This design comes from an exercise in tuning for small area and a short achievable clock period on the open sky130 flow, not from production work. In this exercise RTL edits were held to simulation tests only and were not proved equivalent to the original. Power is estimated from default activity; no workload was simulated.

File: flow/run.sh
#!/bin/bash
# Standard ORFS layout, but with the half/full adder cells marked don't-use so
# that Yosys leaves adder and comparator logic to ABC.
set -e
cp standard.sh standard_sh.txt
cat >> config.mk <<'EOF'
export DONT_USE_CELLS += sky130_fd_sc_hd__ha_1 sky130_fd_sc_hd__ha_2 sky130_fd_sc_hd__ha_4 sky130_fd_sc_hd__fa_1 sky130_fd_sc_hd__fa_2 sky130_fd_sc_hd__fa_4 sky130_fd_sc_hd__fah_1 sky130_fd_sc_hd__fahcin_1 sky130_fd_sc_hd__fahcon_1
EOF
bash standard.sh > standard.log 2>&1
File: standard.sh
#!/bin/bash
# synth_recipe.tcl (not shown) runs the flow's synth.tcl, then flattens the netlist and writes it again
# the make line also repeats each setting of config.mk as NAME=value (left out here)
make -C /OpenROAD-flow-scripts/flow DESIGN_CONFIG=/design/flow/config.mk WORK_HOME=/design/flow/orfs CLKGATE_MAP_FILE= SYNTH_SCRIPT=/design/flow/synth_recipe.tcl "${@:-finish}"
File: config.mk
export PLATFORM = sky130hd
export DESIGN_NAME = adress_checker
export DESIGN_NICKNAME = adress_checker
export VERILOG_FILES = /design/flow/design.v
export SDC_FILE = /design/flow/constraint.sdc
export NUM_CORES = 4
export LEC_CHECK = 0
export ABC_AREA = 1
export CAP_MARGIN = 20
export CORE_MARGIN = 2
export CORE_UTILIZATION = 60
export CTS_CLUSTER_DIAMETER = 100
export CTS_CLUSTER_SIZE = 30
export SETUP_SLACK_MARGIN = 3.0
export SLEW_MARGIN = 20
export TNS_END_PERCENT = 10
export DONT_USE_CELLS += sky130_fd_sc_hd__ha_1 sky130_fd_sc_hd__ha_2 sky130_fd_sc_hd__ha_4 sky130_fd_sc_hd__fa_1 sky130_fd_sc_hd__fa_2 sky130_fd_sc_hd__fa_4 sky130_fd_sc_hd__fah_1 sky130_fd_sc_hd__fahcin_1 sky130_fd_sc_hd__fahcon_1
File: constraint.sdc
create_clock -name core_clock -period 7.5 [get_ports {clk}]
set_input_delay 1.5000 -clock core_clock [delete_from_list [all_inputs] [get_ports {clk}]]
set_output_delay 1.5000 -clock core_clock [all_outputs]
set_load 0.01 [all_outputs]
File: design.v
`timescale 1ns / 1ps
module adress_checker(
    input clk,
    input rst,
    input [63:0] address,          
    input [63:0] size,             
    input valid,                   
    input [3:0] start,             
    input [3:0] complete,          
    output reg [1:0] dependency    
    );
reg [63:0] address_buffer [0:3];
reg [63:0] end_address_buffer [0:3];
reg [3:0] busy;
reg [3:0] free;      
function le64;
    input [63:0] x;
    input [63:0] y;
    reg [63:0] g, p;
    integer k, w;
    begin
        g = y & ~x;
        p = y | ~x;
        g[0] = p[0];                       
        for (w = 32; w >= 1; w = w / 2)
            for (k = 0; k < w; k = k + 1) begin
                g[k] = g[2*k+1] | (p[2*k+1] & g[2*k]);
                p[k] = p[2*k+1] & p[2*k];
            end
        le64 = g[0];
    end
endfunction
function [63:0] addm1;
    input [63:0] x;
    input [63:0] y;
    reg [63:0] u, v, g, p;
    integer k, l, s;
    begin
        u = ~(x ^ y);
        v = {(x[62:0] | y[62:0]), 1'b0};
        g = u & v;
        p = u ^ v;
        for (l = 0; l < 6; l = l + 1) begin
            s = 1 << l;
            for (k = 63; k >= 0; k = k - 1)
                if ((k & s) != 0) begin
                    g[k] = g[k] | (p[k] & g[(k & ~(2*s-1)) + s - 1]);
                    p[k] = p[k] & p[(k & ~(2*s-1)) + s - 1];
                end
        end
        addm1 = (u ^ v) ^ {g[62:0], 1'b0};
    end
endfunction
wire [63:0] end_address = addm1(address, size);
reg [3:0] clash;
reg [3:0] take;
integer i;
always @(*) begin
    for (i = 0; i < 4; i = i + 1)
        clash[i] = busy[i] & le64(address, end_address_buffer[i]) & le64(address_buffer[i], end_address);
    take[0] = ~busy[0];
    take[1] = busy[0] & ~busy[1];
    take[2] = busy[0] & busy[1] & ~busy[2];
    take[3] = busy[0] & busy[1] & busy[2] & ~busy[3];
end
always @(posedge clk) begin
    for (i = 0; i < 4; i = i + 1) begin
        address_buffer[i] <= (address_buffer[i] & {64{busy[i]}}) | (address & {64{free[i]}});
        end_address_buffer[i] <= (end_address_buffer[i] & {64{busy[i]}}) | (end_address & {64{free[i]}});
    end
end
always @(posedge clk) begin
    if (~rst) begin
        busy <= 0;
        free <= 4'b1111;
        dependency <= 0;
    end
    else begin
        if (valid)
            dependency <= (&busy) ? 2'b11 : (|clash) ? 2'b01 : 2'b00;
        busy <= (busy & ~complete) | (take & {4{valid & ~|clash}});
        free <= ~((busy & ~complete) | (take & {4{valid & ~|clash}}));
    end
end
endmodule
==> flow_metrics.py, run 1 <==
metrics = {
    "job": {
        "cap_violations": 0,
    },
    "floorplan": {
        "die_area_mm2": 0.0518,
        "initial_core_util_pct": 61.0,
        "pin_count": 141,
        "fp.dieH_um": 228,
        "rows": 81,
        "die_w_um": 228,
        "core_area_mm2": 0.0492,
    },
    "hold_path": {
        "hold_path_class": "reg2reg",
    },
    "cells_and_area": {
        "fillers": 4515,
        "nets": 5034,
        "drive_above_1_share_pct": 15.0,
        "fin_util_pct": 70.3,
        "antennaDiodeCount": 0,
        "syn_to_final_growth_pct": 15.2,
    },
    "critical_path": {
        "crit_type": "in2reg",
        "max_stage_delay_ns": 0.47,
        "critPathRequiredTime_ns": 7.97,
        "worst_ep_arrival_time_ns": 5.03,
        "slowest_stage": "clkdlybuf4s50_1",
        "crit_fanout": 8,
        "end_kind": "flip-flop",
        "cpMostUsedCell": "nand2_4",
        "start_kind": "input port",
    },
    "timing": {
        "min_period_ns": 4.56,
        "fmax_mhz": 219,
        "finalClockSkew_ns": 0.0274,
        "hold_viol": 0,
        "relSlewSlack_pct": 30.0,
        "fin_tns_setup_ns": 0,
        "rsz0062_at_grt": "yes",
        "drv_slew": 0,
        "tightest_slew_ns": 1.05,
        "min_period_over_period_pct": 60.8,
        "setup_viol": 0,
    },
    "clock_tree": {
        "path_clk_slew_ns": 0.12,
        "cts_max_path_buffers": 3,
        "htreeDepth": 1,
        "worst_skew_pair.late_latency_ns": 0.60,
        "clkSinkCount": 522,
        "cts-root-buf": "clkbuf_16",
        "cts_hold_buf": 0,
        "cts_buffers": 21,
        "tritoncts": "built",
    },
    "synthesis": {
        "synth_edf_count": 0,
        "yosysTopAreaCellShare_pct": 34.8,
        "ys_ff_latch": 522,
        "ys_top_cells_by_count": "1351 x nand2_1, 586 x inv_1, 522 x dfxtp_1",
        "yosys.area.top_type": "dfxtp_1",
        "synthFlopType": "dfxtp_1",
        "yosys.cell_count.top_type": "nand2_1",
        "async_flop_share_pct": 0,
        "synth_area_mm2": 0.0300,
        "syn_avg_cell_area_um2": 6.30,
        "synth_nets": 4899,
        "netlist_instances": 4760,
        "ys_types": 61,
        "ys_seq_area_share_pct": 34.8,
        "synthTopCellsByArea": "dfxtp_1 35%, nand2_1 17%, o22ai_1 8.3%",
        "yosysWarnings": 3,
    },
    "run_status": {
        "status": "no timing/DRC/antenna violations",
    },
    "grt": {
        "antenna_found_initial": 0,
        "overflow": 0,
        "grtUsageTotal_pct": 36.1,
        "grt_max_degree": 101,
        "grt_pass1_vias": 28700,
        "grt_first_pass_wirelength_mm": 150,
    },
    "drt": {
        "ant_nets": 0,
        "vias_per_cell": 5.81,
        "wl_per_cell_um": 17.3,
        "drt-initial-drc-count": 2952,
        "drcViolationCount": 0,
        "totalWireLength_mm": 96.4,
        "num_vias": 32300,
        "dr.pass1.iters": 6,
    },
    "placement": {
        "hpwlAfterDp_mm": 63.0,
        "port-buffer-count": 136,
        "routabilityCongestion": 0.883,
    },
    "power": {
        "powerDensity_mw_per_mm2": 234,
        "leakage_nw": 16.6,
        "irDropWorstVdd_uv": 138,
        "p_total_mw": 8.08,
    },
}
## where the power goes
group,internal [mW],total [mW],switching [mW]
combinational,1.10,3.14,2.05
clock,0.522,1.43,0.905
sequential,3.25,3.51,0.258
total,4.87,8.08,3.21
## cells by family (layout without fill, tap and decap cells)
kind of cell / after synthesis / in the layout / synth area share (%)
xor gates and xnor gates: 8 / 8 / 0.259
buffers and inverters: 847 / 975 / 11.3
DFF: 522 / 522 / 34.8
and+or+nand+nor: 2313 / 2321 / 32.8
AOI/OAI and AO/OA: 1070 / 1070 / 20.8
## per-layer routing
metal  wire (µm)  vias to the layer above  GRT usage (%)
met1       41000                    14900           47.5
met3        6250                      167           3.21
met2       46000                     1206           61.8
met5           0                        -              0
li1            -                    16000              -
met4        3180                        0           13.1
## sequential cells by signal, summed over array words and instances (netlist names)
name                cells
address_buffer        256
end_address_buffer    256
busy                    4
free                    4
dependency              2
## repair_timing
| item | in CTS | in global routing |
|---|---|---|
| endpoints found under the setup margin | 29 | 9 |
| pin swaps | 110 | 84 |
| setup buffers | 98 | 43 |
| resized for setup | 398 | 192 |
| gates cloned | 7 | 2 |
## stage by stage
step                      hold slack [ns]  worst slack, ns  cell area, µm²  cells
after floorplan                     0.426             3.33           30000   4760
after global placement              0.442             1.26           31400   5386
after detailed placement            0.452             1.19           31400   5386
after CTS                           0.478             3.00           33800   5515
after global routing                0.498             2.73           34600   5560
final                               0.478             2.94           34600   5560
## critical path: cells and delay by family
family	cells	cell delay [ns]
simple gates	25	2.34
buf+inv	5	0.87
compound gates	2	0.28
## placed cells by master (no fill, tap or decap), types with 60 or more instances in the layout
cell,n
buf_4,149
inv_1,555
nor2_1,362
nand3_1,302
nand2_1,1217
nand2_4,60
a21oi_1,130
dfxtp_1,518
o22ai_1,398
nand2_2,172
o21ai_0,378
## final cells by class
| type | instances | area, µm² | area share, % |
|---|---|---|---|
| timing repair inverter | 1 | 8.76 | 0.0253 |
| clock inverter | 2 | 28.8 | 0.0833 |
| multi-input combinational | 3399 | 17600 | 50.9 |
| sequential | 522 | 10500 | 30.3 |
| tap | 664 | 831 | 2.40 |
| inverter | 657 | 2610 | 7.55 |
| timing repair buffer | 293 | 2510 | 7.25 |
| clock buffer | 22 | 529 | 1.53 |
## final timing paths
check,slack (ns),depth (start not counted),to,startpoint
setup / recovery,2.94,32,free[1]$_SDFF_PN1_,size[0]
hold / removal,0.48,2,address_buffer[2][0]$_DFF_P_,address_buffer[2][0]$_DFF_P_
setup reg to reg,4.40,21,free[1]$_SDFF_PN1_,end_address_buffer[0][3]$_DFF_P_
hold reg to reg,0.48,2,address_buffer[2][0]$_DFF_P_,address_buffer[2][0]$_DFF_P_
==> run 2: changes to the inputs <==
--- a/config.mk
+++ b/config.mk
@@ -10,8 +10,8 @@
 export CORE_MARGIN = 2
 export CORE_UTILIZATION = 60
 export CTS_CLUSTER_DIAMETER = 100
-export CTS_CLUSTER_SIZE = 30
-export SETUP_SLACK_MARGIN = 3.0
+export CTS_CLUSTER_SIZE = 25
+export SETUP_SLACK_MARGIN = 4.0
 export SLEW_MARGIN = 20
 export TNS_END_PERCENT = 10
 export DONT_USE_CELLS += sky130_fd_sc_hd__ha_1 sky130_fd_sc_hd__ha_2 sky130_fd_sc_hd__ha_4 sky130_fd_sc_hd__fa_1 sky130_fd_sc_hd__fa_2 sky130_fd_sc_hd__fa_4 sky130_fd_sc_hd__fah_1 sky130_fd_sc_hd__fahcin_1 sky130_fd_sc_hd__fahcon_1
==> run 2 against run 1 <==
Still clean. Fmax grew 6.5%. First-iteration DRC count increased by 1.5%. Global-route usage is 1.7 points higher. Synthesized cell count did not move. Cell area grew 5.9%. Via count is 2.9% higher. Final cell count rose by 1.8%. Hold slack worse by 0.014 ns. Critical path depth unchanged. Sequential share of layout area fell by 1.7 points. Clock skew shrank 0.016 ns.
==> flow_metrics.py, run 2 <==
metrics = {
    "critical_path": {
        "end_kind": "flip-flop",
        "cpMostUsedCell": "nand2_1",
        "crit_start": "size[23]",
        "rrSetupSlack_ns": 4.38,
        "start_kind": "input port",
        "crit_type": "in2reg",
        "crit_end": "free[1]$_SDFF_PN1_",
        "slowest_stage": "nand2_8",
        "r2r_end": "busy[1]$_SDFF_PN0_",
        "worst_r2r_path_depth": 9,
        "r2r-start": "busy[3]$_SDFF_PN0_",
        "worst_ep_arrival_time_ns": 4.77,
        "crit_fanout": 8,
        "critPathRequiredTime_ns": 7.98,
        "max_stage_delay_ns": 0.25,
    },
    "drt": {
        "ant_nets": 0,
        "dr.pass1.iters": 6,
        "drt-initial-drc-count": 2996,
        "drcViolationCount": 0,
        "num_vias": 33200,
        "totalWireLength_mm": 102,
        "vias_per_cell": 5.87,
        "wl_per_cell_um": 17.9,
    },
    "floorplan": {
        "rows": 81,
        "die_w_um": 228,
        "fp.dieH_um": 228,
        "die_area_mm2": 0.0518,
        "pin_count": 141,
        "core_area_mm2": 0.0492,
        "initial_core_util_pct": 61.0,
    },
    "timing": {
        "fin_hold_ws_ns": 0.465,
        "drv_slew": 0,
        "setup_viol": 0,
        "hold_viol": 0,
        "worst_slack_ns": 3.22,
        "relSlewSlack_pct": 21.9,
        "rsz0062_at_grt": "yes",
        "fin_tns_setup_ns": 0,
        "fmax_mhz": 233,
        "finalClockSkew_ns": 0.0111,
        "min_period_over_period_pct": 57.1,
        "tightest_slew_ns": 1.17,
        "min_period_ns": 4.28,
    },
    "clock_tree": {
        "path_clk_slew_ns": 0.10,
        "cts_buffers": 24,
        "cts_max_path_buffers": 3,
        "cts_hold_buf": 0,
        "htreeDepth": 1,
        "cts-root-buf": "clkbuf_16",
        "clkSinkCount": 522,
        "tritoncts": "built",
        "worst_skew_pair.late_latency_ns": 0.60,
    },
    "synthesis": {
        "yosysTopAreaCellShare_pct": 34.8,
        "synth_nets": 4899,
        "ys_top_cells_by_count": "1351 x nand2_1, 586 x inv_1, 522 x dfxtp_1",
        "synth_edf_count": 0,
        "netlist_instances": 4760,
        "async_flop_share_pct": 0,
        "yosys.cell_count.top_type": "nand2_1",
        "ys_seq_area_share_pct": 34.8,
        "yosys.area.top_type": "dfxtp_1",
        "syn_avg_cell_area_um2": 6.30,
        "yosysWarnings": 3,
        "ys_types": 61,
        "synthTopCellsByArea": "dfxtp_1 35%, nand2_1 17%, o22ai_1 8.3%",
        "ys_ff_latch": 522,
        "synthFlopType": "dfxtp_1",
        "synth_area_mm2": 0.0300,
    },
    "grt": {
        "grt_first_pass_wirelength_mm": 156,
        "overflow": 0,
        "grt_max_degree": 96,
        "grtUsageTotal_pct": 37.8,
        "antenna_found_initial": 0,
        "grt_pass1_vias": 30500,
    },
    "power": {
        "leakage_nw": 17.4,
        "powerDensity_mw_per_mm2": 230,
        "irDropWorstVdd_uv": 148,
    },
    "cells_and_area": {
        "nets": 5135,
        "syn_to_final_growth_pct": 22.0,
        "final_cell_area_mm2": 0.0366,
        "drive_above_1_share_pct": 22.4,
        "antennaDiodeCount": 0,
        "final_common_cell": "nand2_1",
        "top_regs": "address_buffer: 256 flops, end_address_buffer: 256 flops",
        "final_cell_mix": "1099 x nand2_1, 523 x inv_1, 518 x dfxtp_1",
    },
    "placement": {
        "hpwlAfterDp_mm": 63.2,
        "pre_cts_ws_ns": 1.31,
        "port-buffer-count": 136,
        "place_area_mm2": 0.0314,
        "routabilityCongestion": 0.905,
    },
    "run_status": {
        "status": "no timing/DRC/antenna violations",
    },
    "hold_path": {
        "hold_path_class": "reg2reg",
    },
    "job": {
        "cap_violations": 0,
    },
}
-- run 2: critical path, delay by kind of cell --
family,cells,cell delay [ns]
AOI/OAI and AO/OA,1,0.16
and+or+nand+nor,27,2.70
buffers and inverters,4,0.39
-- run 2: layout make-up --
| type | instances | area (µm²) |
|---|---|---|
| multi-input cells | 3399 | 18800 |
| inverters | 657 | 2660 |
| fillers | 4007 | 12600 |
| flip-flops and latches | 522 | 10500 |
| clock inverters | 1 | 5.00 |
| repair buffers | 391 | 3240 |
| repair inverters | 1 | 16.3 |
| well taps | 664 | 831 |
| clock buffers | 25 | 626 |
-- run 2: repair_timing --
action | CTS | global route
resized for setup | 962 | 252
setup buffers | 205 | 35
setup endpoints to repair | 213 | 34
gates cloned | 7 | 2
pin swaps | 265 | 146
-- run 2: power by group --
part | switching [mW] | total [mW] | internal [mW]
Combinational | 2.17 | 3.38 | 1.21
Clock | 0.910 | 1.51 | 0.598
Sequential | 0.265 | 3.51 | 3.25
-- run 2: cells by family after synthesis --
group	count (synthesis)	synth area share, %
xor+xnor	8	0.259
simple gates	2313	32.8
flops	522	34.8
compound gates	1070	20.8
buf+inv	847	11.3
-- run 2: worst min-delay path by stage --
stage	from	endpoint	slack, ns	cells past startpoint
4_1_cts	address_buffer[1][5]$_DFF_P_	address_buffer[1][5]$_DFF_P_	0.47	2
3_3_place_gp	end_address_buffer[3][0]$_DFF_P_	end_address_buffer[3][0]$_DFF_P_	0.44	2
2_1_floorplan	end_address_buffer[1][0]$_DFF_P_	end_address_buffer[1][0]$_DFF_P_	0.43	2
3_5_place_dp	end_address_buffer[2][0]$_DFF_P_	end_address_buffer[2][0]$_DFF_P_	0.45	2
5_1_grt	address_buffer[3][9]$_DFF_P_	address_buffer[3][9]$_DFF_P_	0.49	2
6_report	address_buffer[1][5]$_DFF_P_	address_buffer[1][5]$_DFF_P_	0.46	2
-- run 2: metrics by stage --
| stage | utilization [%] | instances | power, mW |
|---|---|---|---|
| final | 74.4 | 5660 | 8.40 |
| after global routing | 74.4 | 5660 | 8.86 |
| after CTS | 72.5 | 5623 | 8.15 |
| after detailed placement | 63.9 | 5385 | 6.24 |
| after global placement | 63.9 | 5385 | 6.18 |
| after floorplan | - | 4760 | 5.49 |
-- run 2: layer usage --
layer,GRT usage [%],share of wire (%)
met1,47.4,41
met2,64.8,48
met3,4.16,7.0
met4,18.1,4.5
met5,0,0
==> run 3: changes to the inputs <==
==> flow/run.sh (replaced) <==
#!/bin/bash
# Standard ORFS layout (standard.sh) with two changes:
# - the half/full adder cells are don't-use, so Yosys leaves adder and
#   comparator logic to ABC instead of extracting ha/fa cells;
# - the port buffers that buffer_ports inserts are buf_2 cells.
set -e
cat >> config.mk <<'EOF'
export DONT_USE_CELLS += sky130_fd_sc_hd__ha_1 sky130_fd_sc_hd__ha_2 sky130_fd_sc_hd__ha_4 sky130_fd_sc_hd__fa_1 sky130_fd_sc_hd__fa_2 sky130_fd_sc_hd__fa_4 sky130_fd_sc_hd__fah_1 sky130_fd_sc_hd__fahcin_1 sky130_fd_sc_hd__fahcon_1
export BUFFER_PORTS_ARGS = -buffer_cell sky130_fd_sc_hd__buf_2
EOF
bash standard.sh > standard.log 2>&1
--- a/config.mk
+++ b/config.mk
@@ -10,8 +10,9 @@
 export CORE_MARGIN = 2
 export CORE_UTILIZATION = 60
 export CTS_CLUSTER_DIAMETER = 100
-export CTS_CLUSTER_SIZE = 25
-export SETUP_SLACK_MARGIN = 4.0
+export CTS_CLUSTER_SIZE = 30
+export SETUP_SLACK_MARGIN = 3.0
 export SLEW_MARGIN = 20
 export TNS_END_PERCENT = 10
 export DONT_USE_CELLS += sky130_fd_sc_hd__ha_1 sky130_fd_sc_hd__ha_2 sky130_fd_sc_hd__ha_4 sky130_fd_sc_hd__fa_1 sky130_fd_sc_hd__fa_2 sky130_fd_sc_hd__fa_4 sky130_fd_sc_hd__fah_1 sky130_fd_sc_hd__fahcin_1 sky130_fd_sc_hd__fahcon_1
+export BUFFER_PORTS_ARGS = -buffer_cell sky130_fd_sc_hd__buf_2
==> run 3 against run 2 <==
Still clean. Routed wire length is 7.6% lower. Via count down 4.5%. First-iteration DRC count decreased by 11%. Fmax fell by 2.6%. Global-route usage down 3.3 points. Flip-flop and latch count did not move. Clock skew increased by 0.0030 ns. Synthesized cell count unchanged. Largest cell class unchanged. Largest power group unchanged. Highest routed layer unchanged.
==> flow_metrics.py, run 3 <==
metrics = {
    "placement": {
        "hpwlAfterDp_mm": 62.0,
        "pre_cts_ws_ns": 1.84,
        "routabilityCongestion": 0.903,
        "port-buffer-count": 136,
    },
    "synthesis": {
        "netlist_instances": 4760,
        "synth_nets": 4899,
        "async_flop_share_pct": 0,
        "synth-xor-area-share_pct": 0.259,
        "synth_compound_area_share_pct": 20.8,
        "ys_seq_area_share_pct": 34.8,
        "yosysTopAreaCellShare_pct": 34.8,
        "synthMuxAreaShare_pct": 0,
        "ys_top_cells_by_count": "1351 x nand2_1, 586 x inv_1, 522 x dfxtp_1",
        "ys_ff_latch": 522,
        "synthFlopType": "dfxtp_1",
        "yosys.cell_count.top_type": "nand2_1",
        "yosys.area.top_type": "dfxtp_1",
        "yosys.area_share.adder_pct": 0,
        "synthTopCellsByArea": "dfxtp_1 35%, nand2_1 17%, o22ai_1 8.3%",
        "synth_area_mm2": 0.0300,
        "synth_top_family_by_area": "simple AND/OR/NAND/NOR gates",
        "yosysWarnings": 3,
        "syn_avg_cell_area_um2": 6.30,
        "synth_edf_count": 0,
        "ys_types": 61,
        "synth-simple-area-share_pct": 32.8,
    },
    "timing": {
        "drv_slew": 0,
        "worst_slack_ns": 3.10,
        "fmax_mhz": 227,
        "rsz0062_at_grt": "yes",
        "setup_viol": 0,
        "fin_hold_ws_ns": 0.468,
        "tightest_slew_ns": 1.21,
        "finalClockSkew_ns": 0.0141,
        "relSlewSlack_pct": 17.5,
        "fin_tns_setup_ns": 0,
        "min_period_ns": 4.40,
        "hold_viol": 0,
        "min_period_over_period_pct": 58.6,
    },
    "critical_path": {
        "critPathRequiredTime_ns": 7.96,
        "crit_type": "in2reg",
        "worst_r2r_path_depth": 15,
        "crit_start": "address[45]",
        "r2r-start": "end_address_buffer[1][31]$_DFF_P_",
        "end_kind": "flip-flop",
        "crit_fanout": 12,
        "worst_ep_arrival_time_ns": 4.86,
        "start_kind": "input port",
    },
    "drt": {
        "drt-initial-drc-count": 2653,
        "wl_per_cell_um": 17.0,
        "num_vias": 31700,
        "drcViolationCount": 0,
        "vias_per_cell": 5.76,
        "dr.pass1.iters": 5,
        "totalWireLength_mm": 93.9,
        "ant_nets": 0,
    },
    "clock_tree": {
        "path_clk_slew_ns": 0.11,
        "tritoncts": "built",
        "cts_max_path_buffers": 3,
        "clkSinkCount": 522,
        "cts_buffers": 21,
        "cts-root-buf": "clkbuf_16",
        "worst_skew_pair.late_latency_ns": 0.57,
        "htreeDepth": 1,
    },
    "hold_path": {
        "hold-path-cell-count": 2,
        "hold_path_class": "reg2reg",
        "hp-start": "end_address_buffer[3][0]$_DFF_P_",
    },
    "job": {
        "cap_violations": 0,
    },
    "cells_and_area": {
        "syn_to_final_growth_pct": 11.8,
        "fillers": 4604,
        "fin_util_pct": 68.2,
        "final_cell_mix": "1246 x nand2_1, 561 x inv_1, 518 x dfxtp_1",
        "final_common_cell": "nand2_1",
        "antennaDiodeCount": 0,
        "drive_above_1_share_pct": 15.2,
        "top_regs": "address_buffer: 256 flops, end_address_buffer: 256 flops",
        "nets": 4983,
    },
    "grt": {
        "grt_pass1_vias": 27400,
        "antenna_found_initial": 0,
        "grt_max_degree": 91,
        "grtUsageTotal_pct": 34.5,
        "grt_first_pass_wirelength_mm": 142,
        "overflow": 0,
    },
    "floorplan": {
        "die_w_um": 228,
        "pin_count": 141,
        "fp.dieH_um": 228,
        "initial_core_util_pct": 61.0,
        "die_area_mm2": 0.0518,
        "core_area_mm2": 0.0492,
        "rows": 81,
    },
    "run_status": {
        "status": "no timing/DRC/antenna violations",
    },
    "power": {
        "powerDensity_mw_per_mm2": 237,
        "leakage_nw": 16.2,
        "irDropWorstVdd_uv": 134,
    },
}
-- run 3: layout make-up --
| type | instances | area (µm²) | share of cell area (%) |
|---|---|---|---|
| multi-input cells | 3398 | 17400 | 51.9 |
| flip-flops and latches | 522 | 10500 | 31.2 |
| inverters | 657 | 2660 | 7.94 |
| repair buffers | 244 | 1650 | 4.91 |
| well taps | 664 | 831 | 2.48 |
| clock buffers | 21 | 526 | 1.57 |
| clock inverters | 3 | 23.8 | 0.0709 |
-- run 3: routing by layer --
metal	global-route usage (%)	routed length, µm	vias up
met4	12.1	3500	0
met5	0	0	-
met3	2.89	5970	186
met2	59.3	44600	1012
li1	-	-	15900
met1	45.4	39800	14700
-- run 3: worst paths after layout --
path | slack (ns) | to
hold / removal | 0.47 | end_address_buffer[3][0]$_DFF_P_
hold reg to reg | 0.47 | end_address_buffer[3][0]$_DFF_P_
setup / recovery | 3.10 | free[3]$_SDFF_PN1_
setup reg to reg | 4.41 | busy[0]$_SDFF_PN0_
-- run 3: cells by family after synthesis --
kind of cell / Yosys count
flip-flops: 522
AND/OR/NAND/NOR: 2313
AO/OA/AOI/OAI: 1070
XOR/XNOR: 8
buffers and inverters: 847
-- run 3: repair_timing --
item                                    in CTS  in global routing
resized for setup                           67                347
endpoints found under the setup margin       9                  9
buffers inserted                            15                 80
hold buffers                                 0                  0
pin swaps                                   14                 84
gates cloned                                 4                  3
-- run 3: worst max-delay path, cell delays in order --
cell     delay [ns]
buf_2          0.18
inv_4          0.16
nand2_1        0.11
nand2_1        0.09
nor2_1         0.05
nor2_1         0.26
nand2_2        0.14
nor3_4         0.20
buf_4          0.17
nand2_8        0.09
nand2_8        0.15
a21oi_1        0.11
nand2_1        0.08
nand2_1        0.16
nand2_4        0.16
nand2_1        0.11
nand3_1        0.11
nand2_2        0.08
nand2_1        0.07
nand2_1        0.10
a21oi_2        0.15
nand3_2        0.09
nand2_2        0.09
nand2_2        0.07
nor2_4         0.15
nand3_2        0.10
nand2_1        0.07
nand2_1        0.05
-- run 3: power breakdown --
| group | switching, mW | internal [mW] |
|---|---|---|
| registers | 0.252 | 3.25 |
| logic | 2.00 | 1.03 |
| clock network | 0.895 | 0.517 |
-- run 3: through the flow --
stage	total power, mW	cell area [µm²]	instances
floorplan	5.49	30000	4760
global placement	6.14	30700	5383
detailed placement	6.19	30700	5383
CTS	7.64	31700	5426
global route	8.41	33500	5509
finish	7.94	33500	5509
==> run 4: changes to the inputs <==
--- a/config.mk
+++ b/config.mk
@@ -10,7 +10,7 @@
 export CORE_MARGIN = 2
 export CORE_UTILIZATION = 60
 export CTS_CLUSTER_DIAMETER = 100
-export CTS_CLUSTER_SIZE = 30
+export CTS_CLUSTER_SIZE = 25
 export SETUP_SLACK_MARGIN = 3.0
 export SLEW_MARGIN = 20
 export TNS_END_PERCENT = 10
==> run 4 against run 3 <==
Routed wire length fell by 0.94%. Clock-buffer cell count up 5. Via count is 1.0% lower. Largest cell class unchanged. Largest power group unchanged. Still clean on timing, DRC and antenna. Clock skew up 0.010 ns. Critical endpoint unchanged.
==> flow_metrics.py, run 4 <==
metrics = {
    "synthesis": {
        "synth_area_mm2": 0.0300,
        "yosysTopAreaCellShare_pct": 34.8,
        "yosysWarnings": 3,
        "ys_ff_latch": 522,
        "yosys.cell_count.top_type": "nand2_1",
        "netlist_instances": 4760,
        "async_flop_share_pct": 0,
        "synthFlopType": "dfxtp_1",
        "yosys.area.top_type": "dfxtp_1",
        "synthTopCellsByArea": "dfxtp_1 35%, nand2_1 17%, o22ai_1 8.3%",
        "synth_nets": 4899,
        "ys_types": 61,
        "syn_avg_cell_area_um2": 6.30,
        "ys_seq_area_share_pct": 34.8,
        "synth_edf_count": 0,
        "ys_top_cells_by_count": "1351 x nand2_1, 586 x inv_1, 522 x dfxtp_1",
    },
    "drt": {
        "maxUsedRoutingLayer": "met4",
        "num_vias": 31400,
        "drcViolationCount": 0,
        "totalWireLength_mm": 93.0,
        "wl_met2_mm": 43.7,
        "route.met3.wl_mm": 6.18,
        "dr.pass1.iters": 6,
        "wl_met1_mm": 39.4,
        "vias_per_cell": 5.71,
        "drt-initial-drc-count": 2520,
        "ant_nets": 0,
        "wl_per_cell_um": 16.9,
    },
    "critical_path": {
        "r2r-start": "end_address_buffer[1][31]$_DFF_P_",
        "crit_start": "address[2]",
        "critPathRequiredTime_ns": 7.98,
        "cpMostUsedCell": "nand2_2",
        "cpLargestDelayFamily": "simple AND/OR/NAND/NOR gates",
        "end_kind": "flip-flop",
        "worstPathBufferInverterCount": 2,
        "worst_ep_arrival_time_ns": 4.83,
        "crit_fanout": 10,
        "crit_type": "in2reg",
        "rrSetupSlack_ns": 4.41,
        "slowest_stage": "nand2_8",
        "start_kind": "input port",
        "max_stage_delay_ns": 0.23,
    },
    "cells_and_area": {
        "final_cell_mix": "1253 x nand2_1, 563 x inv_1, 518 x dfxtp_1",
        "antennaDiodeCount": 0,
        "nets": 4976,
        "final_cell_area_mm2": 0.0334,
        "drive_above_1_share_pct": 14.6,
        "final_cells": 5502,
        "top_regs": "address_buffer: 256 flops, end_address_buffer: 256 flops",
        "syn_to_final_growth_pct": 11.4,
        "final_common_cell": "nand2_1",
    },
    "timing": {
        "finalClockSkew_ns": 0.0243,
        "fin_tns_setup_ns": 0,
        "min_period_over_period_pct": 57.9,
        "drv_slew": 0,
        "setup_viol": 0,
        "relSlewSlack_pct": 16.5,
        "rsz0062_at_grt": "no",
        "hold_viol": 0,
        "tightest_slew_ns": 1.22,
        "fmax_mhz": 230,
        "min_period_ns": 4.35,
    },
    "placement": {
        "port-buffer-count": 136,
        "hpwlAfterDp_mm": 62.0,
        "place_area_mm2": 0.0307,
        "routabilityCongestion": 0.903,
        "place_inst": 5383,
    },
    "job": {
        "cap_violations": 0,
    },
    "power": {
        "p_total_mw": 8.00,
        "leakage_nw": 16.1,
        "powerDensity_mw_per_mm2": 240,
        "irDropWorstVdd_uv": 178,
    },
    "grt": {
        "grtUsageTotal_pct": 34.3,
        "grt_max_degree": 91,
        "overflow": 0,
        "antenna_found_initial": 0,
        "grt_pass1_vias": 27300,
        "grt_first_pass_wirelength_mm": 142,
    },
    "floorplan": {
        "fp.dieH_um": 228,
        "core_area_mm2": 0.0492,
        "die_w_um": 228,
        "rows": 81,
        "die_area_mm2": 0.0518,
        "initial_core_util_pct": 61.0,
        "pin_count": 141,
    },
    "clock_tree": {
        "clkSinkCount": 522,
        "cts_hold_buf": 0,
        "cts_buffers": 24,
        "cts-root-buf": "clkbuf_16",
        "htreeDepth": 1,
        "cts_max_path_buffers": 3,
        "tritoncts": "built",
        "worst_skew_pair.late_latency_ns": 0.60,
        "path_clk_slew_ns": 0.10,
    },
    "hold_path": {
        "hold_path_class": "reg2reg",
        "hp-start": "end_address_buffer[3][0]$_DFF_P_",
    },
    "run_status": {
        "status": "no timing/DRC/antenna violations",
    },
}
[run 4: metal layers]
metal | global-route usage (%) | vias up
met5 | 0 | -
met4 | 11.9 | 0
met3 | 3.15 | 177
met2 | 58.8 | 998
met1 | 45.2 | 14400
li1 | - | 15800
[run 4: repair_timing]
item	CTS	global route
buffers inserted	8	80
resized for setup	58	313
pin swaps	9	79
endpoints found under the setup margin	9	9
cloned	2	2
hold endpoints to repair	0	0
[run 4: worst register-to-register path, delay by kind of cell (launching register included)]
kind	cells	cell delay (ns)
flops	1	0.35
simple gates	7	0.88
compound gates	5	1.59
buf+inv	3	0.20
[run 4: cells by family after synthesis]
family	share of synthesized area, %
flip-flops	34.8
AO/OA/AOI/OAI	20.8
buffers and inverters	11.3
AND/OR/NAND/NOR	32.8
XOR/XNOR	0.259
[run 4: cell type report]
class / instances / area [µm²]
clock buffers: 26 / 618
clock inverters: 1 / 16.3
fillers: 4626 / 15700
inverters: 657 / 2660
multi-input cells: 3395 / 17200
flip-flops and latches: 522 / 10500
well taps: 664 / 831
repair buffers: 237 / 1610
[run 4: stage by stage]
stage	util [%]	setup WS, ns	hold WS (ns)
final	68.0	3.15	0.463
after global routing	68.0	2.92	0.499
after CTS	64.5	3.01	0.467
after detailed placement	62.5	1.84	0.445
after global placement	62.5	1.90	0.441
after floorplan	-	3.33	0.426
[run 4: path summary, 6_finish.rpt]
check / end / depth (start not counted)
setup reg to reg: busy[0]$_SDFF_PN0_ / 15
hold reg to reg: end_address_buffer[3][0]$_DFF_P_ / 2
hold / removal: end_address_buffer[3][0]$_DFF_P_ / 2
setup / recovery: free[3]$_SDFF_PN1_ / 31
[run 4: report_power, final]
part	internal, mW	switching [mW]
Clock	0.593	0.912
Combinational	1.02	1.98
Sequential	3.25	0.251
==> run 5: changes to the inputs <==
--- a/config.mk
+++ b/config.mk
@@ -11,7 +11,7 @@
 export CORE_UTILIZATION = 60
 export CTS_CLUSTER_DIAMETER = 100
 export CTS_CLUSTER_SIZE = 25
-export SETUP_SLACK_MARGIN = 3.0
+export SETUP_SLACK_MARGIN = 3.4
 export SLEW_MARGIN = 20
 export TNS_END_PERCENT = 10
 export DONT_USE_CELLS += sky130_fd_sc_hd__ha_1 sky130_fd_sc_hd__ha_2 sky130_fd_sc_hd__ha_4 sky130_fd_sc_hd__fa_1 sky130_fd_sc_hd__fa_2 sky130_fd_sc_hd__fa_4 sky130_fd_sc_hd__fah_1 sky130_fd_sc_hd__fahcin_1 sky130_fd_sc_hd__fahcon_1
==> run 5 against run 4 <==
Routed wire length is 3.5% higher. Global-route usage is 0.41 points higher. Synthesized cell count stayed put. Synthesized area stayed put. Clock-buffer cell count stayed put. Die area stayed put. First-iteration DRC count is 4.4% higher. Critical endpoint unchanged.
==> flow_metrics.py, run 5 <==
metrics = {
    "synthesis": {
        "synth_area_mm2": 0.0300,
        "async_flop_share_pct": 0,
        "ys_top_cells_by_count": "1351 x nand2_1, 586 x inv_1, 522 x dfxtp_1",
        "ys_types": 61,
        "syn_avg_cell_area_um2": 6.30,
        "ys_ff_latch": 522,
        "netlist_instances": 4760,
        "yosysWarnings": 3,
        "synth_edf_count": 0,
        "ys_seq_area_share_pct": 34.8,
        "synthFlopType": "dfxtp_1",
        "yosysTopAreaCellShare_pct": 34.8,
        "yosys.cell_count.top_type": "nand2_1",
        "synth_nets": 4899,
        "yosys.area.top_type": "dfxtp_1",
        "synthTopCellsByArea": "dfxtp_1 35%, nand2_1 17%, o22ai_1 8.3%",
    },
    "drt": {
        "wl_per_cell_um": 17.3,
        "ant_nets": 0,
        "drt-initial-drc-count": 2630,
        "num_vias": 32100,
        "vias_per_cell": 5.79,
        "dr.pass1.iters": 6,
        "totalWireLength_mm": 96.2,
        "drcViolationCount": 0,
    },
    "timing": {
        "setup_viol": 0,
        "relSlewSlack_pct": 33.6,
        "drv_slew": 0,
        "finalClockSkew_ns": 0.0179,
        "tightest_slew_ns": 0.996,
        "min_period_over_period_pct": 57.5,
        "fin_tns_setup_ns": 0,
        "worst_slack_ns": 3.19,
        "fmax_mhz": 232,
        "hold_viol": 0,
        "rsz0062_at_grt": "yes",
        "min_period_ns": 4.31,
    },
    "run_status": {
        "status": "no timing/DRC/antenna violations",
    },
    "clock_tree": {
        "cts_max_path_buffers": 3,
        "cts_hold_buf": 0,
        "cts-root-buf": "clkbuf_16",
        "clkSinkCount": 522,
        "tritoncts": "built",
        "worst_skew_pair.late_latency_ns": 0.59,
        "htreeDepth": 1,
        "cts_buffers": 24,
        "path_clk_slew_ns": 0.10,
    },
    "grt": {
        "antenna_found_initial": 0,
        "grt_max_degree": 93,
        "grt_pass1_vias": 28000,
        "overflow": 0,
        "grt_first_pass_wirelength_mm": 144,
        "grtUsageTotal_pct": 34.7,
    },
    "critical_path": {
        "start_kind": "input port",
        "worst_r2r_path_depth": 15,
        "crit_start": "address[25]",
        "cpMostUsedCell": "nand2_2",
        "worst_ep_arrival_time_ns": 4.79,
        "r2r_end": "busy[0]$_SDFF_PN0_",
        "crit_fanout": 8,
        "max_stage_delay_ns": 0.23,
        "end_kind": "flip-flop",
        "crit_type": "in2reg",
        "rrSetupSlack_ns": 4.37,
        "critPathRequiredTime_ns": 7.98,
        "slowest_stage": "nand2_8",
        "r2r-start": "end_address_buffer[1][63]$_DFF_P_",
    },
    "floorplan": {
        "core_area_mm2": 0.0492,
        "fp.dieH_um": 228,
        "rows": 81,
        "die_area_mm2": 0.0518,
        "pin_count": 141,
        "die_w_um": 228,
        "initial_core_util_pct": 61.0,
    },
    "power": {
        "leakage_nw": 16.6,
        "irDropWorstVdd_uv": 143,
        "p_total_mw": 8.18,
        "powerDensity_mw_per_mm2": 235,
    },
    "cells_and_area": {
        "nets": 5023,
        "top_regs": "address_buffer: 256 flops, end_address_buffer: 256 flops",
        "antennaDiodeCount": 0,
        "syn_to_final_growth_pct": 15.8,
        "final_common_cell": "nand2_1",
        "final_cell_mix": "1180 x nand2_1, 555 x inv_1, 518 x dfxtp_1",
        "final_cell_area_mm2": 0.0348,
        "drive_above_1_share_pct": 18.5,
        "fillers": 4375,
    },
    "placement": {
        "pre_cts_ws_ns": 1.75,
        "place_area_mm2": 0.0307,
        "routabilityCongestion": 0.907,
        "hpwlAfterDp_mm": 62.6,
        "port-buffer-count": 136,
    },
    "hold_path": {
        "hold_path_class": "reg2reg",
        "hp-start": "address_buffer[1][9]$_DFF_P_",
        "hold-path-cell-count": 2,
        "holdPathEnd": "address_buffer[1][9]$_DFF_P_",
    },
    "job": {
        "cap_violations": 0,
    },
}
run 5: cell counts after synthesis:
Identical to the previous run, type by type.
run 5: cells by family after synthesis:
kind of cell	synth area share, %
AOI/OAI and AO/OA	20.8
buffers and inverters	11.3
DFF	34.8
xor gates and xnor gates	0.259
and+or+nand+nor	32.8
run 5: worst max path at each step:
stage | endpoint | slack, ns | cells after the start
3_3_place_gp | busy[0]$_SDFF_PN0_ | 1.74 | 27
4_1_cts | busy[0]$_SDFF_PN0_ | 3.21 | 31
6_report | free[3]$_SDFF_PN1_ | 3.19 | 30
5_1_grt | busy[0]$_SDFF_PN0_ | 3.01 | 28
3_5_place_dp | busy[0]$_SDFF_PN0_ | 1.75 | 29
2_1_floorplan | busy[0]$_SDFF_PN0_ | 3.34 | 31
run 5: repair_timing:
action                                  4_1_cts  5_1_grt
cloned                                        4        5
pin swaps                                    43      137
setup buffers                                38       91
resized for setup                           159      491
endpoints found under the setup margin        9        9
run 5: per-layer routing:
layer  GRT usage (%)  routed length [µm]  vias up  share of wire (%)
li1                -                   -    16000                  -
met1            45.5               40300    14800                 42
met2            59.0               45400     1107                 47
met3            2.65                6010      241                6.2
met4            14.6                4580        0                4.8
met5               0                   0        -                  0
run 5: worst max-delay path: cells and delay by family:
kind / cells / cell delay [ns]
compound gates: 2 / 0.37
buf+inv: 3 / 0.33
simple gates: 25 / 2.58
run 5: layout make-up:
cell class / count / area, µm² / share of cell area [%]
Multi-Input combinational cell: 3400 / 18100 / 52.1
Sequential cell: 522 / 10500 / 30.1
Inverter: 657 / 2720 / 7.82
Timing Repair Buffer: 279 / 2000 / 5.76
Tap cell: 664 / 831 / 2.39
Clock buffer: 26 / 629 / 1.81
Clock inverter: 1 / 5.00 / 0.0144
run 5: metrics by stage:
| stage | hold WS (ns) | utilization, % | cells |
|---|---|---|---|
| after detailed placement | 0.449 | 62.5 | 5384 |
| after floorplan | 0.426 | - | 4760 |
| after global placement | 0.444 | 62.5 | 5384 |
| final | 0.472 | 70.7 | 5549 |
| after global routing | 0.488 | 70.7 | 5549 |
| after CTS | 0.471 | 65.7 | 5453 |
run 5: power breakdown:
group	leakage (nW)	internal [mW]	switching, mW
sequential	4.40	3.25	0.264
clock	0.313	0.600	0.896
combinational	11.9	1.10	2.08
==> run 6: changes to the inputs <==
--- a/config.mk
+++ b/config.mk
@@ -8,10 +8,11 @@
 export ABC_AREA = 1
 export CAP_MARGIN = 20
 export CORE_MARGIN = 2
-export CORE_UTILIZATION = 60
+export CORE_UTILIZATION = 70
 export CTS_CLUSTER_DIAMETER = 100
 export CTS_CLUSTER_SIZE = 25
-export SETUP_SLACK_MARGIN = 3.4
+export GPL_TIMING_DRIVEN = 1
+export SETUP_SLACK_MARGIN = 3.5
 export SLEW_MARGIN = 20
 export TNS_END_PERCENT = 10
 export DONT_USE_CELLS += sky130_fd_sc_hd__ha_1 sky130_fd_sc_hd__ha_2 sky130_fd_sc_hd__ha_4 sky130_fd_sc_hd__fa_1 sky130_fd_sc_hd__fa_2 sky130_fd_sc_hd__fa_4 sky130_fd_sc_hd__fah_1 sky130_fd_sc_hd__fahcin_1 sky130_fd_sc_hd__fahcon_1
==> run 6 against run 5 <==
Power grew 1.6%. Routed wire length up 6.7%. Sequential share of layout area down 0.27 points. Flip-flop and latch count is the same. Clock-buffer cell count fell by 1. Clock skew hardly changed. Critical path depth up 1. Global-route usage up 6.1 points. Final cell count shrank 1.9%. Clock power about the same. Fmax decreased by 1.8%. Core utilization grew 13 points. Critical path type unchanged. Highest routed layer is now met5.
==> flow_metrics.py, run 6 <==
metrics = {
    "run_status": {
        "status": "no timing/DRC/antenna violations",
    },
    "synthesis": {
        "yosysTopAreaCellShare_pct": 34.8,
        "yosys.cell_count.top_type": "nand2_1",
        "synthFlopType": "dfxtp_1",
        "yosysWarnings": 3,
        "async_flop_share_pct": 0,
        "synth_edf_count": 0,
        "ys_ff_latch": 522,
        "synth_area_mm2": 0.0300,
        "syn_avg_cell_area_um2": 6.30,
        "synthTopCellsByArea": "dfxtp_1 35%, nand2_1 17%, o22ai_1 8.3%",
        "ys_types": 61,
        "yosys.area.top_type": "dfxtp_1",
        "ys_top_cells_by_count": "1351 x nand2_1, 586 x inv_1, 522 x dfxtp_1",
        "netlist_instances": 4760,
        "synth_nets": 4899,
        "ys_seq_area_share_pct": 34.8,
    },
    "critical_path": {
        "cpMostUsedCell": "nand2_1",
        "start_kind": "input port",
        "max_stage_delay_ns": 0.27,
        "crit_fanout": 8,
        "slowest_stage": "a21oi_4",
        "end_kind": "flip-flop",
        "crit_type": "in2reg",
        "critPathRequiredTime_ns": 7.98,
        "worst_ep_arrival_time_ns": 4.87,
    },
    "floorplan": {
        "die_w_um": 211,
        "pin_count": 141,
        "initial_core_util_pct": 71.2,
        "die_area_mm2": 0.0445,
        "rows": 75,
        "fp.dieH_um": 211,
        "core_area_mm2": 0.0421,
    },
    "timing": {
        "min_period_over_period_pct": 58.5,
        "fin_tns_setup_ns": 0,
        "drv_slew": 0,
        "hold_viol": 0,
        "tightest_slew_ns": 0.999,
        "rsz0062_at_grt": "yes",
        "relSlewSlack_pct": 33.4,
        "min_period_ns": 4.39,
        "fmax_mhz": 228,
        "finalClockSkew_ns": 0.0183,
        "setup_viol": 0,
        "worst_slack_ns": 3.11,
    },
    "power": {
        "irDropWorstVdd_uv": 207,
        "leakage_nw": 16.8,
        "pwr-share-clk_pct": 18.1,
        "share_comb_of_total_power_pct": 39.7,
        "p_int_mw": 4.97,
        "p_switching_mw": 3.35,
        "swShare_pct": 40.2,
        "powerDensity_mw_per_mm2": 237,
        "p_total_mw": 8.32,
        "share_seq_of_total_power_pct": 42.3,
    },
    "hold_path": {
        "hold_path_class": "reg2reg",
    },
    "grt": {
        "grt_first_pass_wirelength_mm": 148,
        "grtUsageTotal_pct": 40.8,
        "antenna_found_initial": 2,
        "overflow": 0,
        "grt_max_degree": 84,
        "grt_pass1_vias": 30000,
    },
    "clock_tree": {
        "cts_buffers": 24,
        "cts_max_path_buffers": 3,
        "tritoncts": "built",
        "clkSinkCount": 522,
        "worst_skew_pair.late_latency_ns": 0.59,
        "cts-root-buf": "clkbuf_16",
        "path_clk_slew_ns": 0.10,
        "htreeDepth": 1,
    },
    "drt": {
        "totalWireLength_mm": 103,
        "drcViolationCount": 0,
        "ant_nets": 0,
        "drt-initial-drc-count": 4087,
        "vias_per_cell": 6.30,
        "wl_per_cell_um": 18.9,
        "num_vias": 34300,
        "dr.pass1.iters": 9,
    },
    "cells_and_area": {
        "final_cell_mix": "1154 x nand2_1, 549 x inv_1, 518 x dfxtp_1",
        "drive_above_1_share_pct": 19.5,
        "fin_util_pct": 83.2,
        "top_regs": "address_buffer: 256 flops, end_address_buffer: 256 flops",
        "nets": 5046,
        "final_common_cell": "nand2_1",
        "antennaDiodeCount": 0,
        "syn_to_final_growth_pct": 16.9,
    },
    "placement": {
        "hpwlAfterDp_mm": 60.4,
        "port-buffer-count": 136,
        "pre_cts_ws_ns": 1.82,
        "routabilityCongestion": 0.919,
    },
    "job": {
        "cap_violations": 0,
    },
}
run 6: path summary, 6_finish.rpt:
kind                               startpoint                               end  slack (ns)  cells past startpoint
max                                  size[10]                busy[0]$_SDFF_PN0_        3.11                     31
min reg2reg  end_address_buffer[3][0]$_DFF_P_  end_address_buffer[3][0]$_DFF_P_        0.47                      2
min          end_address_buffer[3][0]$_DFF_P_  end_address_buffer[3][0]$_DFF_P_        0.47                      2
max reg2reg  end_address_buffer[0][3]$_DFF_P_                free[2]$_SDFF_PN1_        4.42                     21
run 6: cell families (layout without fill, tap and decap cells):
logic type,Yosys count,after routing,share of synthesized area [%]
AO/OA/AOI/OAI,1070,1070,20.8
XOR/XNOR,8,8,0.259
buffers and inverters,847,986,11.3
flip-flops,522,522,34.8
AND/OR/NAND/NOR,2313,2321,32.8
run 6: area by class of cell:
class	count	area, µm²
Inverter	657	2710
Clock inverter	1	5.00
Timing Repair Buffer	302	2300
Timing Repair inverter	1	11.3
Tap cell	539	674
Fill cell	2848	7070
Multi-Input combinational cell	3399	18300
Clock buffer	25	626
Sequential cell	522	10500
run 6: power groups by stage:
| stage | logic (mW) | clock network [mW] | registers (mW) |
|---|---|---|---|
| global placement | 2.55 | 0 | 3.54 |
| detailed placement | 2.61 | 0 | 3.55 |
| global route | 3.58 | 1.57 | 3.56 |
| floorplan | 2.00 | 0 | 3.50 |
| finish | 3.30 | 1.50 | 3.52 |
| CTS | 2.87 | 1.47 | 3.49 |
run 6: critical path: cells and delay by family:
family	cells	cell delay, ns
simple gates	25	2.61
compound gates	2	0.41
buf+inv	4	0.33
run 6: per-stage QoR:
stage	instances	hold WS [ns]	area [µm²]
after global placement	5257	0.445	30600
after detailed placement	5257	0.451	30600
after CTS	5375	0.467	33200
after floorplan	4760	0.426	30000
final	5446	0.469	35100
after global routing	5446	0.494	35100
run 6: repair_timing:
item / CTS / global route
cloned: 7 / 2
hold buffers: 0 / 0
endpoints found under the setup margin: 13 / 9
setup buffers: 85 / 69
resized for setup: 353 / 385
pin swaps: 101 / 161
run 6: routing by layer:
| layer | vias to the layer above | part of all wire (%) | global-route usage, % |
|---|---|---|---|
| li1 | 16000 | - | - |
| met1 | 15600 | 37 | 50.1 |
| met2 | 2178 | 46 | 69.5 |
| met3 | 543 | 10 | 5.75 |
| met4 | 2 | 6.7 | 21.6 |
| met5 | - | 0.013 | 0 |
==> run 7: changes to the inputs <==
--- a/config.mk
+++ b/config.mk
@@ -8,11 +8,10 @@
 export ABC_AREA = 1
 export CAP_MARGIN = 20
 export CORE_MARGIN = 2
-export CORE_UTILIZATION = 70
+export CORE_UTILIZATION = 50
 export CTS_CLUSTER_DIAMETER = 100
 export CTS_CLUSTER_SIZE = 25
-export GPL_TIMING_DRIVEN = 1
-export SETUP_SLACK_MARGIN = 3.5
+export SETUP_SLACK_MARGIN = 3.0
 export SLEW_MARGIN = 20
 export TNS_END_PERCENT = 10
 export DONT_USE_CELLS += sky130_fd_sc_hd__ha_1 sky130_fd_sc_hd__ha_2 sky130_fd_sc_hd__ha_4 sky130_fd_sc_hd__fa_1 sky130_fd_sc_hd__fa_2 sky130_fd_sc_hd__fa_4 sky130_fd_sc_hd__fah_1 sky130_fd_sc_hd__fahcin_1 sky130_fd_sc_hd__fahcon_1
==> run 7 against run 6 <==
Power down 2.2%. Clock skew is 0.0023 ns lower. Setup slack improved by 0.0045 ns. Via count is 9.3% lower. Critical path type unchanged. Sequential power barely moved. Largest power group unchanged. Clock power grew 4%. Highest routed layer is now met4. Flip-flop and latch count stayed put. Routed wire length fell by 4.9%. Clock-buffer cell count rose by 1. Hold slack improved by 0.0025 ns.
==> flow_metrics.py, run 7 <==
metrics = {
    "run_status": {
        "status": "no timing/DRC/antenna violations",
    },
    "power": {
        "swShare_pct": 39.8,
        "leakage_nw": 16.2,
        "p_int_mw": 4.90,
        "pwr-share-clk_pct": 19.2,
        "share_seq_of_total_power_pct": 43.1,
        "p_switching_mw": 3.24,
        "powerDensity_mw_per_mm2": 239,
        "share_comb_of_total_power_pct": 37.7,
        "irDropWorstVdd_uv": 169,
    },
    "timing": {
        "fin_tns_setup_ns": 0,
        "min_period_over_period_pct": 58.5,
        "min_period_ns": 4.39,
        "hold_viol": 0,
        "finalClockSkew_ns": 0.0160,
        "fmax_mhz": 228,
        "rsz0062_at_grt": "yes",
        "fin_hold_ws_ns": 0.472,
        "setup_viol": 0,
        "relSlewSlack_pct": 17.6,
        "drv_slew": 0,
        "tightest_slew_ns": 1.21,
    },
    "synthesis": {
        "synthTopCellsByArea": "dfxtp_1 35%, nand2_1 17%, o22ai_1 8.3%",
        "yosys.cell_count.top_type": "nand2_1",
        "ys_seq_area_share_pct": 34.8,
        "ys_ff_latch": 522,
        "yosys.area.top_type": "dfxtp_1",
        "yosysWarnings": 3,
        "syn_avg_cell_area_um2": 6.30,
        "async_flop_share_pct": 0,
        "ys_types": 61,
        "ys_top_cells_by_count": "1351 x nand2_1, 586 x inv_1, 522 x dfxtp_1",
        "yosysTopAreaCellShare_pct": 34.8,
        "synth_area_mm2": 0.0300,
        "netlist_instances": 4760,
        "synth_nets": 4899,
        "synth_edf_count": 0,
        "synthFlopType": "dfxtp_1",
    },
    "floorplan": {
        "initial_core_util_pct": 50.7,
        "core_area_mm2": 0.0591,
        "die_area_mm2": 0.0620,
        "fp.dieH_um": 249,
        "pin_count": 141,
        "die_w_um": 249,
        "rows": 89,
    },
    "critical_path": {
        "crit_type": "in2reg",
        "max_stage_delay_ns": 0.23,
        "worst_ep_arrival_time_ns": 4.88,
        "end_kind": "flip-flop",
        "critPathRequiredTime_ns": 8.00,
        "crit_fanout": 8,
        "slowest_stage": "a21oi_4",
        "cpMostUsedCell": "nand2_1",
        "start_kind": "input port",
    },
    "clock_tree": {
        "cts_max_path_buffers": 3,
        "tritoncts": "built",
        "cts_hold_buf": 0,
        "cts-root-buf": "clkbuf_16",
        "clkSinkCount": 522,
        "path_clk_slew_ns": 0.10,
        "worst_skew_pair.late_latency_ns": 0.60,
        "cts_buffers": 25,
        "htreeDepth": 1,
    },
    "grt": {
        "grt_pass1_vias": 27400,
        "grtUsageTotal_pct": 29.7,
        "antenna_found_initial": 0,
        "grt.busiest_layer": "met2",
        "grt_first_pass_wirelength_mm": 150,
        "grt.met3_usage_pct": 2.10,
        "overflow": 0,
        "grt_util_met2_pct": 51.9,
        "grt_max_degree": 93,
        "grt_use_met1_pct": 40.3,
    },
    "cells_and_area": {
        "final_cell_mix": "1222 x nand2_1, 563 x inv_1, 518 x dfxtp_1",
        "fillers": 6007,
        "antennaDiodeCount": 0,
        "final_cells": 5614,
        "nets": 4977,
        "top_regs": "address_buffer: 256 flops, end_address_buffer: 256 flops",
        "multiInputGateArea_mm2": 0.0177,
        "fin_util_pct": 57.5,
        "final_common_cell": "nand2_1",
        "syn_to_final_growth_pct": 13.4,
        "drive_above_1_share_pct": 16.1,
        "layout.area.seq_mm2": 0.0105,
    },
    "drt": {
        "wl_per_cell_um": 17.4,
        "vias_per_cell": 5.54,
        "totalWireLength_mm": 97.6,
        "ant_nets": 0,
        "drt-initial-drc-count": 2315,
        "dr.pass1.iters": 6,
        "drcViolationCount": 0,
        "num_vias": 31100,
    },
    "placement": {
        "port-buffer-count": 136,
        "routabilityCongestion": 0.877,
        "hpwlAfterDp_mm": 65.5,
        "place_inst": 5494,
    },
    "hold_path": {
        "hold_path_class": "reg2reg",
    },
    "job": {
        "cap_violations": 0,
    },
}
-- run 7: final timing paths --
check,end,slack [ns],start,cells after the start
min,address_buffer[3][32]$_DFF_P_,0.47,address_buffer[3][32]$_DFF_P_,2
max,free[3]$_SDFF_PN1_,3.11,address[15],32
min reg2reg,address_buffer[3][32]$_DFF_P_,0.47,address_buffer[3][32]$_DFF_P_,2
max reg2reg,busy[0]$_SDFF_PN0_,4.22,end_address_buffer[1][31]$_DFF_P_,15
-- run 7: area by class of cell --
class / instances / share of cell area, %
clock buffer: 26 / 1.85
clock inverter: 4 / 0.114
inverter: 657 / 7.87
multi-input combinational: 3398 / 52.0
sequential: 522 / 30.7
tap: 773 / 2.84
timing repair buffer: 234 / 4.59
-- run 7: metal layers --
layer  up-vias  wire length, µm
met5         -                0
met4         0             2020
met3       101             4560
met2       735            46900
met1     14400            44100
li1      15800                -
-- run 7: what timing repair did --
item	in CTS	in global routing
pin swaps	17	103
hold endpoints to repair	0	0
setup buffers	20	63
cloned	4	3
setup endpoints to repair	9	9
gates resized for setup	128	371
-- run 7: logic make-up after synthesis --
| group | Yosys count | share of synthesized area [%] |
|---|---|---|
| AO/OA/AOI/OAI | 1070 | 20.8 |
| XOR/XNOR | 8 | 0.259 |
| buffers and inverters | 847 | 11.3 |
| flip-flops | 522 | 34.8 |
| AND/OR/NAND/NOR | 2313 | 32.8 |
-- run 7: critical path: cells and delay by family --
| family | cells | cell delay [ns] |
|---|---|---|
| AND/OR/NAND/NOR | 26 | 2.43 |
| AO/OA/AOI/OAI | 2 | 0.45 |
| buffers and inverters | 4 | 0.46 |
-- run 7: power groups by stage --
stage | Clock, mW | Combinational (mW) | Sequential (mW)
detailed placement | 0 | 2.67 | 3.56
global placement | 0 | 2.65 | 3.55
finish | 1.56 | 3.07 | 3.50
CTS | 1.59 | 2.81 | 3.50
global route | 1.68 | 3.42 | 3.56
floorplan | 0 | 2.00 | 3.50
-- run 7: per-stage QoR --
step	total power [mW]	setup slack [ns]	cell area [µm²]
after CTS	7.90	3.00	32300
after global routing	8.66	2.92	34000
after floorplan	5.49	3.33	30000
after global placement	6.20	1.75	30900
after detailed placement	6.23	1.74	30900
final	8.14	3.11	34000
==> run 8: changes to the inputs <==
--- a/design.v
+++ b/design.v
@@ -42,11 +42,17 @@
         p = u ^ v;
         for (l = 0; l < 6; l = l + 1) begin
             s = 1 << l;
-            for (k = 63; k >= 0; k = k - 1)
-                if ((k & s) != 0) begin
-                    g[k] = g[k] | (p[k] & g[(k & ~(2*s-1)) + s - 1]);
-                    p[k] = p[k] & p[(k & ~(2*s-1)) + s - 1];
-                end
+            for (k = 0; k < 64; k = k + 1) if (k % (2*s) == 2*s-1) begin
+                g[k] = g[k] | (p[k] & g[k-s]);
+                p[k] = p[k] & p[k-s];
+            end
+        end
+        for (l = 4; l >= 0; l = l - 1) begin
+            s = 1 << l;
+            for (k = 0; k < 64; k = k + 1) if (k >= 3*s-1 && k % (2*s) == s-1) begin
+                g[k] = g[k] | (p[k] & g[k-s]);
+                p[k] = p[k] & p[k-s];
+            end
         end
         addm1 = (u ^ v) ^ {g[62:0], 1'b0};
     end
--- a/config.mk
+++ b/config.mk
@@ -8,10 +8,10 @@
 export ABC_AREA = 1
 export CAP_MARGIN = 20
 export CORE_MARGIN = 2
-export CORE_UTILIZATION = 50
+export CORE_UTILIZATION = 60
 export CTS_CLUSTER_DIAMETER = 100
 export CTS_CLUSTER_SIZE = 25
-export SETUP_SLACK_MARGIN = 3.0
+export SETUP_SLACK_MARGIN = 2.2
 export SLEW_MARGIN = 20
 export TNS_END_PERCENT = 10
 export DONT_USE_CELLS += sky130_fd_sc_hd__ha_1 sky130_fd_sc_hd__ha_2 sky130_fd_sc_hd__ha_4 sky130_fd_sc_hd__fa_1 sky130_fd_sc_hd__fa_2 sky130_fd_sc_hd__fa_4 sky130_fd_sc_hd__fah_1 sky130_fd_sc_hd__fahcin_1 sky130_fd_sc_hd__fahcon_1
==> run 8 against run 7 <==
Synthesized cell count down 6.4%. Global-route usage up 3.9 points. Power shrank 6.5%. Core utilization grew 6.8 points. Clock skew fell by 0.0040 ns. Sequential power hardly changed. Cell area decreased by 12%. Clock power shrank 4%. Clock-buffer cell count is 1 lower. Sequential share of layout area rose by 4.0 points. Routed wire length fell by 13%. Register-to-register slack worse by 0.59 ns.
==> flow_metrics.py, run 8 <==
metrics = {
    "run_status": {
        "status": "no timing/DRC/antenna violations",
    },
    "clock_tree": {
        "worst_skew_pair.late_latency_ns": 0.59,
        "cts_buffers": 24,
        "cts_max_path_buffers": 3,
        "path_clk_slew_ns": 0.10,
        "cts-root-buf": "clkbuf_16",
        "htreeDepth": 1,
        "tritoncts": "built",
        "clkSinkCount": 522,
        "cts_hold_buf": 0,
    },
    "placement": {
        "pre_cts_ws_ns": 1.53,
        "routabilityCongestion": 0.897,
        "place_inst": 5028,
        "port-buffer-count": 136,
        "hpwlAfterDp_mm": 58.8,
    },
    "grt": {
        "antenna_found_initial": 2,
        "grt_pass1_vias": 26000,
        "overflow": 0,
        "grtUsageTotal_pct": 33.6,
        "grt_max_degree": 97,
        "grt_first_pass_wirelength_mm": 135,
    },
    "cells_and_area": {
        "nets": 4590,
        "final_cell_mix": "1251 x nand2_1, 581 x inv_1, 518 x dfxtp_1",
        "fillers": 4653,
        "drive_above_1_share_pct": 8.00,
        "final_cells": 5059,
        "syn_to_final_growth_pct": 5.47,
        "fin_util_pct": 64.3,
        "final_common_cell": "nand2_1",
        "top_regs": "address_buffer: 256 flops, end_address_buffer: 256 flops",
    },
    "drt": {
        "drt-initial-drc-count": 2635,
        "totalWireLength_mm": 85.2,
        "dr.pass1.iters": 6,
        "ant_nets": 0,
        "num_vias": 29200,
        "vias_per_cell": 5.78,
        "wl_per_cell_um": 16.8,
        "drcViolationCount": 0,
    },
    "critical_path": {
        "end_kind": "flip-flop",
        "worstPathBufferInverterCount": 2,
        "worst_ep_arrival_time_ns": 5.58,
        "critPathRequiredTime_ns": 8.03,
        "path_depth": 36,
        "start_kind": "input port",
        "worst_r2r_path_depth": 15,
        "cpLargestDelayFamily": "simple AND/OR/NAND/NOR gates",
        "max_stage_delay_ns": 0.20,
        "cpMostUsedCell": "nand2_1",
        "crit_fanout": 13,
        "crit_type": "in2reg",
        "slowest_stage": "nor2_2",
    },
    "floorplan": {
        "fp.dieH_um": 222,
        "rows": 79,
        "pin_count": 141,
        "initial_core_util_pct": 61.0,
        "die_area_mm2": 0.0493,
        "core_area_mm2": 0.0468,
        "die_w_um": 222,
    },
    "synthesis": {
        "synth_nets": 4595,
        "syn_avg_cell_area_um2": 6.40,
        "ys_types": 52,
        "synthTopCellsByArea": "dfxtp_1 37%, nand2_1 17%, o22ai_1 9.5%",
        "yosysTopAreaCellShare_pct": 36.7,
        "ys_top_cells_by_count": "1262 x nand2_1, 590 x inv_1, 522 x dfxtp_1",
        "synth_area_mm2": 0.0285,
        "synth_edf_count": 0,
        "netlist_instances": 4456,
        "async_flop_share_pct": 0,
        "ys_seq_area_share_pct": 36.7,
        "yosysWarnings": 3,
        "yosys.cell_count.top_type": "nand2_1",
        "ys_ff_latch": 522,
        "synthFlopType": "dfxtp_1",
        "yosys.area.top_type": "dfxtp_1",
    },
    "timing": {
        "fin_hold_ws_ns": 0.468,
        "rsz0062_at_grt": "yes",
        "drv_slew": 0,
        "finalClockSkew_ns": 0.0121,
        "relSlewSlack_pct": 32.4,
        "tightest_slew_ns": 1.00,
        "min_period_over_period_pct": 67.3,
        "setup_viol": 0,
        "min_period_ns": 5.05,
        "hold_viol": 0,
        "fmax_mhz": 198,
        "fin_tns_setup_ns": 0,
        "worst_slack_ns": 2.45,
    },
    "power": {
        "irDropWorstVdd_uv": 172,
        "leakage_nw": 14.8,
        "powerDensity_mw_per_mm2": 253,
    },
    "job": {
        "cap_violations": 0,
    },
    "hold_path": {
        "hold-path-cell-count": 2,
        "hold_path_class": "reg2reg",
    },
}
run 8: changes by cell type in the layout (fill, tap and decap cells not counted), moves of 33 or more:
cell     delta
nand2_2   -103
buf_4      -84
nand2_4    -52
a21oi_1    -38
nand3_2    -34
o22ai_1    +33
run 8: logic make-up (layout without fill, tap and decap cells):
logic type,count (synthesis),count (layout),synth area share [%]
flip-flops,522,522,36.7
buffers and inverters,832,827,11.4
XOR/XNOR,11,11,0.364
AO/OA/AOI/OAI,1026,1026,21.3
AND/OR/NAND/NOR,2065,2065,30.3
other,0,1,0
run 8: final cells by class:
class	count	area, µm²	share of cell area [%]
diodes	1	2.50	0.00833
inverters	648	2470	8.22
multi-input cells	3102	14900	49.7
clock inverters	1	5.00	0.0167
well taps	607	759	2.53
repair buffers	153	815	2.71
flip-flops and latches	522	10500	34.8
clock buffers	25	626	2.08
run 8: stage by stage:
step                      power [mW]  cell area (µm²)
after floorplan                 5.38            28500
after global placement          6.02            29300
after detailed placement        6.07            29300
after CTS                       7.53            29900
after global routing            8.06            30100
final                           7.61            30100
run 8: report_power, final:
part	total, mW	internal [mW]	switching, mW
registers	3.50	3.25	0.251
clock network	1.50	0.598	0.903
logic	2.61	0.839	1.77
run 8: path summary, 6_finish.rpt:
kind / from / endpoint / slack [ns]
worst max-delay path: address[1] / busy[0]$_SDFF_PN0_ / 2.45
worst min-delay path: end_address_buffer[3][0]$_DFF_P_ / end_address_buffer[3][0]$_DFF_P_ / 0.47
worst max register to register: end_address_buffer[1][63]$_DFF_P_ / busy[0]$_SDFF_PN0_ / 3.63
worst min register to register: end_address_buffer[3][0]$_DFF_P_ / end_address_buffer[3][0]$_DFF_P_ / 0.47
run 8: routing by layer:
layer | wire (µm) | global-route usage, % | vias up
li1 | - | - | 14800
met1 | 38300 | 47.1 | 13400
met2 | 38500 | 55.5 | 962
met3 | 6430 | 3.82 | 114
met4 | 1930 | 7.72 | 2
met5 | 13 | 0 | -
run 8: timing repair:
action,in CTS,in global routing
pin swaps,0,4
buffers inserted,0,4
endpoints found under the setup margin,8,9
gates resized for setup,3,33
run 8: worst reg2reg max path, delay by kind of cell, from the launching register on:
family	cells	cell delay [ns]
simple gates	9	2.12
flops	1	0.35
buf+inv	2	0.16
compound gates	4	1.14

## port drivers added, routing unchanged
The flow's constraints put no driver on any port. The routed layouts listed below were extracted and timed again, unchanged, in two steps. Step 1, drivers: a clkbuf_16 drives clk and a buf_2 each remaining input, both assumed. Step 2 also shifts input and output timing later by t, the mid clock arrival at the registers, as if the neighbouring blocks saw the same clock. Three values: ideal, step 1, step 2; two values: the first two.
run	t (ns)	slack for setup (ns)	latest minus earliest clock arrival (ns)	cell pins on the clock port's net
run 1	0.645	2.939 / 2.966 / 2.322	0.031 / 0.031	1
run 2	0.662	3.216 / 3.250 / 2.588	0.014 / 0.014	1
run 3	0.628	3.102 / 3.130 / 2.502	0.022 / 0.022	1
run 4	0.649	3.155 / 3.195 / 2.546	0.030 / 0.031	1
run 5	0.648	3.189 / 3.214 / 2.566	0.022 / 0.022	1
run 6	0.638	3.110 / 3.145 / 2.507	0.021 / 0.022	1
run 7	0.656	3.115 / 3.154 / 2.498	0.022 / 0.022	1
run 8	0.647	2.451 / 2.494 / 1.848	0.013 / 0.013	1
After both steps every run listed still meets setup and hold. For run 2, which loses most, drivers alone change the setup slack by +0.034 ns; drivers and shift together by -0.628 ns.
